This design comes from an exercise in tuning for small area, a short achievable clock period and few clock cycles on the open sky130 flow, not from production work. RTL that was checked went through simulation tests only; none was proved equivalent to the original. Power and IR drop assume default switching activity.

Setup of old:
## MyDesign
module MyDesign(
      output reg        dut_busy                   ,
      input  wire       dut_run                    ,
      input  wire       reset_b                    ,
      input  wire       clk                        ,
      output            input_sram_write_enable    ,
      output     [11:0] input_sram_write_addresss  ,
      output     [15:0] input_sram_write_data      ,
      output     [11:0] input_sram_read_address    ,
      input wire [15:0] input_sram_read_data       ,
      output reg        output_sram_write_enable    ,
      output reg [11:0] output_sram_write_addresss  ,
      output reg [15:0] output_sram_write_data      ,
      output     [11:0] output_sram_read_address    ,
      input wire [15:0] output_sram_read_data       ,
      output            scratchpad_sram_write_enable    ,
      output     [11:0] scratchpad_sram_write_addresss  ,
      output     [15:0] scratchpad_sram_write_data      ,
      output     [11:0] scratchpad_sram_read_address    ,
      input wire [15:0] scratchpad_sram_read_data       ,
      output            weights_sram_write_enable    ,
      output     [11:0] weights_sram_write_addresss  ,
      output     [15:0] weights_sram_write_data      ,
      output reg [11:0] weights_sram_read_address    ,
      input wire [15:0] weights_sram_read_data
);
Size in the first run: about 3100 cells after synthesis, ~550 flip-flops, roughly 0.034 mm^2 of cells after synthesis.
Settings: LEC_CHECK=0, CAP_MARGIN=20, CORE_MARGIN=2, CORE_UTILIZATION=40, SLEW_MARGIN=20; clock period 13.0 ns.
run.sh (not shown) runs the stock make flow with config.mk's settings and CLKGATE_MAP_FILE= SYNTH_SCRIPT=/design/flow/synth_recipe.tcl, a recipe that flattens the netlist after the stock synthesis.
old went all the way through synthesis, placement and routing and the layout is clean on timing, DRC and antenna.
Here is what was changed in the inputs of new compared with old.
--- a/flow/design.v
+++ b/flow/design.v
@@ -42,23 +42,20 @@
              S_DONE = 3'd4;    
   reg  [2:0]  state;
   reg  [11:0] addr;            
   reg  [11:0] cb;              
   reg  [5:0]  half;            
   reg  [1:0]  j;               
   reg  [4:0]  s;               
   reg  [4:0]  a;               
   reg  [2:0]  dcnt;            
-  reg  last_s, last_a;
-  always @(posedge clk) begin
-    last_s <= (s == half[4:0] - 5'd1);
-    last_a <= (a == half[4:0] - 5'd2);
-  end
+  wire last_s = (s == half[4:0] - 5'd1);
+  wire last_a = (a == half[4:0] - 5'd2);
   wire hdr_end = (input_sram_read_data[7:0] == 8'hFF);
   wire        use_cb  = (j == 2'd3) && !(last_s && last_a);
   wire [11:0] abase   = use_cb ? cb : addr;
   wire [5:0]  ainc    = (j != 2'd3) ? half : 6'd0;
   wire        acin    = (j == 2'd3);
   wire [5:0]  ainc2   = (j == 2'd3 && last_s && !last_a) ? half : ainc;
   wire [11:0] addr_nx = abase + {6'd0, ainc2} + {11'd0, acin};
   always @(posedge clk) begin
     if (!reset_b) begin
@@ -97,19 +94,19 @@
               s <= s + 5'd1;
             end
           end
         end
         S_HW: begin
           state <= S_HDR;
         end
         S_DONE: begin
           dcnt <= dcnt + 3'd1;
-          if (dcnt == 3'd6) begin
+          if (dcnt == 3'd5) begin
             dut_busy <= 1'b0;
             state    <= S_IDLE;
             addr     <= 12'd0;
           end
         end
         default: state <= S_IDLE;
       endcase
     end
   end
@@ -137,73 +134,70 @@
   reg [15:0] sr0, sr1, sr2, sr3, sr4, sr5, sr6;
   reg [7:0]  sr7, sr8;        
   always @(posedge clk) begin
     sr0 <= input_sram_read_data;
     sr1 <= sr0; sr2 <= sr1; sr3 <= sr2; sr4 <= sr3; sr5 <= sr4; sr6 <= sr5;
     sr7 <= sr6[7:0]; sr8 <= sr7;
   end
   wire tag_start = (state == S_RUN) && (j == 2'd2) && (s != 5'd0);
   wire tag_last  = tag_start && last_s && last_a;
-  reg  [9:1] tg, lt;
-  reg        sel_a, sel_b;
+  reg  [8:1] tg, lt;
+  reg        sel_a;
   always @(posedge clk) begin
     if (!reset_b) begin
-      tg <= 9'd0; lt <= 9'd0; sel_a <= 1'b0; sel_b <= 1'b0;
+      tg <= 8'd0; lt <= 8'd0; sel_a <= 1'b0;
     end else begin
-      tg <= {tg[8:1], tag_start};
-      lt <= {lt[8:1], tag_last};
+      tg <= {tg[7:1], tag_start};
+      lt <= {lt[7:1], tag_last};
       sel_a <= tg[1] | tg[2];
-      sel_b <= tg[3] | tg[4];
     end
   end
   wire [7:0] x00 = sel_a ? sr6[15:8] : sr8;
   wire [7:0] x01 = sel_a ? sr6[7:0]  : sr4[15:8];
   wire [7:0] x02 = sel_a ? sr2[15:8] : sr4[7:0];
-  wire [7:0] x10 = sel_b ? sr7 : sr5[15:8];
-  wire [7:0] x11 = sel_b ? sr3[15:8] : sr5[7:0];
-  wire [7:0] x12 = sel_b ? sr3[7:0] : sr1[15:8];
-  wire [7:0] x20 = sel_b ? sr6[7:0] : sr4[15:8];
-  wire [7:0] x21 = sel_b ? sr2[15:8] : sr4[7:0];
-  wire [7:0] x22 = sel_b ? sr2[7:0] : sr0[15:8];
+  wire [7:0] x10 = sel_a ? sr5[15:8] : sr7;
+  wire [7:0] x11 = sel_a ? sr5[7:0]  : sr3[15:8];
+  wire [7:0] x12 = sel_a ? sr1[15:8] : sr3[7:0];
+  wire [7:0] x20 = sel_a ? sr4[15:8] : sr6[7:0];
+  wire [7:0] x21 = sel_a ? sr4[7:0]  : sr2[15:8];
+  wire [7:0] x22 = sel_a ? sr0[15:8] : sr2[7:0];
   wire [18:0] ra, rb;
   conv_tree u_tree (
     .clk(clk),
     .k({kr[8], kr[7], kr[6], kr[5], kr[4], kr[3], kr[2], kr[1], kr[0]}),
     .x({x22, x21, x20, x12, x11, x10, x02, x01, x00}),
     .ra(ra), .rb(rb)
   );
   wire [18:0] conv = ra + rb;
   wire [6:0]  cl   = conv[18] ? 7'd0 : ((|conv[17:7]) ? 7'd127 : conv[6:0]);
-  reg  [6:0]  clr;
   reg  [6:0]  pool;
   always @(posedge clk) begin
-    clr <= cl;
-    if (tg[5] || clr > pool) pool <= clr;
+    if (tg[4] || cl > pool) pool <= cl;
   end
   reg hi_full;
   always @(posedge clk) begin
     if (!reset_b) begin
       output_sram_write_enable <= 1'b0;
       output_sram_write_addresss <= 12'd0;
       hi_full <= 1'b0;
     end else begin
       output_sram_write_enable <= 1'b0;
       if (output_sram_write_enable)
         output_sram_write_addresss <= output_sram_write_addresss + 12'd1;
       if (state == S_IDLE) begin
         output_sram_write_addresss <= 12'd0;
         hi_full <= 1'b0;
       end
-      if (tg[9]) begin
+      if (tg[8]) begin
         if (!hi_full) begin
           output_sram_write_data[15:8] <= {1'b0, pool};
           output_sram_write_data[7:0]  <= 8'd0;
-          if (lt[9]) output_sram_write_enable <= 1'b1;
+          if (lt[8]) output_sram_write_enable <= 1'b1;
           else       hi_full <= 1'b1;
         end else begin
           output_sram_write_data[7:0] <= {1'b0, pool};
           output_sram_write_enable <= 1'b1;
           hi_full <= 1'b0;
         end
       end
     end
   end
### Flow results
- Setup slack: new less than old
- Summary of the comparison: power consumption is higher in new, relative to old.
- old and new ended up with nearly the same share of post-route cells with drive strength above 1.
- Cell area after placement for new: 1.3% down relative to old
- new falls short of old in clock period minus final worst setup slack.
- Cell-internal power in new is about 2.4% above old.
- Diff old -> new | combinational power | up by a few percent
- old has a higher total detailed-routing wirelength than new.
- The via count reported for new is lower than the one for old.
- Comparing old against new, there is no change at all in worst hold path cell count.
- Between old and new, cell count is lower for new, old comes in above that.
- Against old as the reference, new delivers a lower design area.
- Sort old and new by weighted congestion reported at the end of routability-driven placement, descending, and new comes first.
- In new the met3 global-route usage turned out 0.23 points higher than in old.
Testbench counts of new, summed over its fixed seeds: cycles 72,122.
Only the layout flow was run in old; the RTL was not checked for function there.

[separate check: timing with driven ports]
How much do the figures lean on ideal ports? The routed layouts below were timed once more, with nothing changed but the port constraints. Step 1 sets driving cells, clkbuf_16 on the clock port and buf_2 on the other inputs (assumed; they add their load-dependent delay and slew). Step 2 adds t to the input delays and takes it off the output delays; t is the mean of the earliest and latest rising clock arrival at the registers after step 1. Input paths then give back, and output paths get back, about the clock's delay inside the block. Three values: ideal ports, drivers, drivers and shift; two values: the first two.
run | shift t [ns] | setup WS [ns] | worst register clock-pin slew, ns
old | 0.696 | 8.336 / 8.336 / 8.336 | 0.07 / 0.07
new | 0.692 | 7.558 / 7.558 / 7.558 | 0.07 / 0.07
After both steps setup and hold are still met in every run listed.
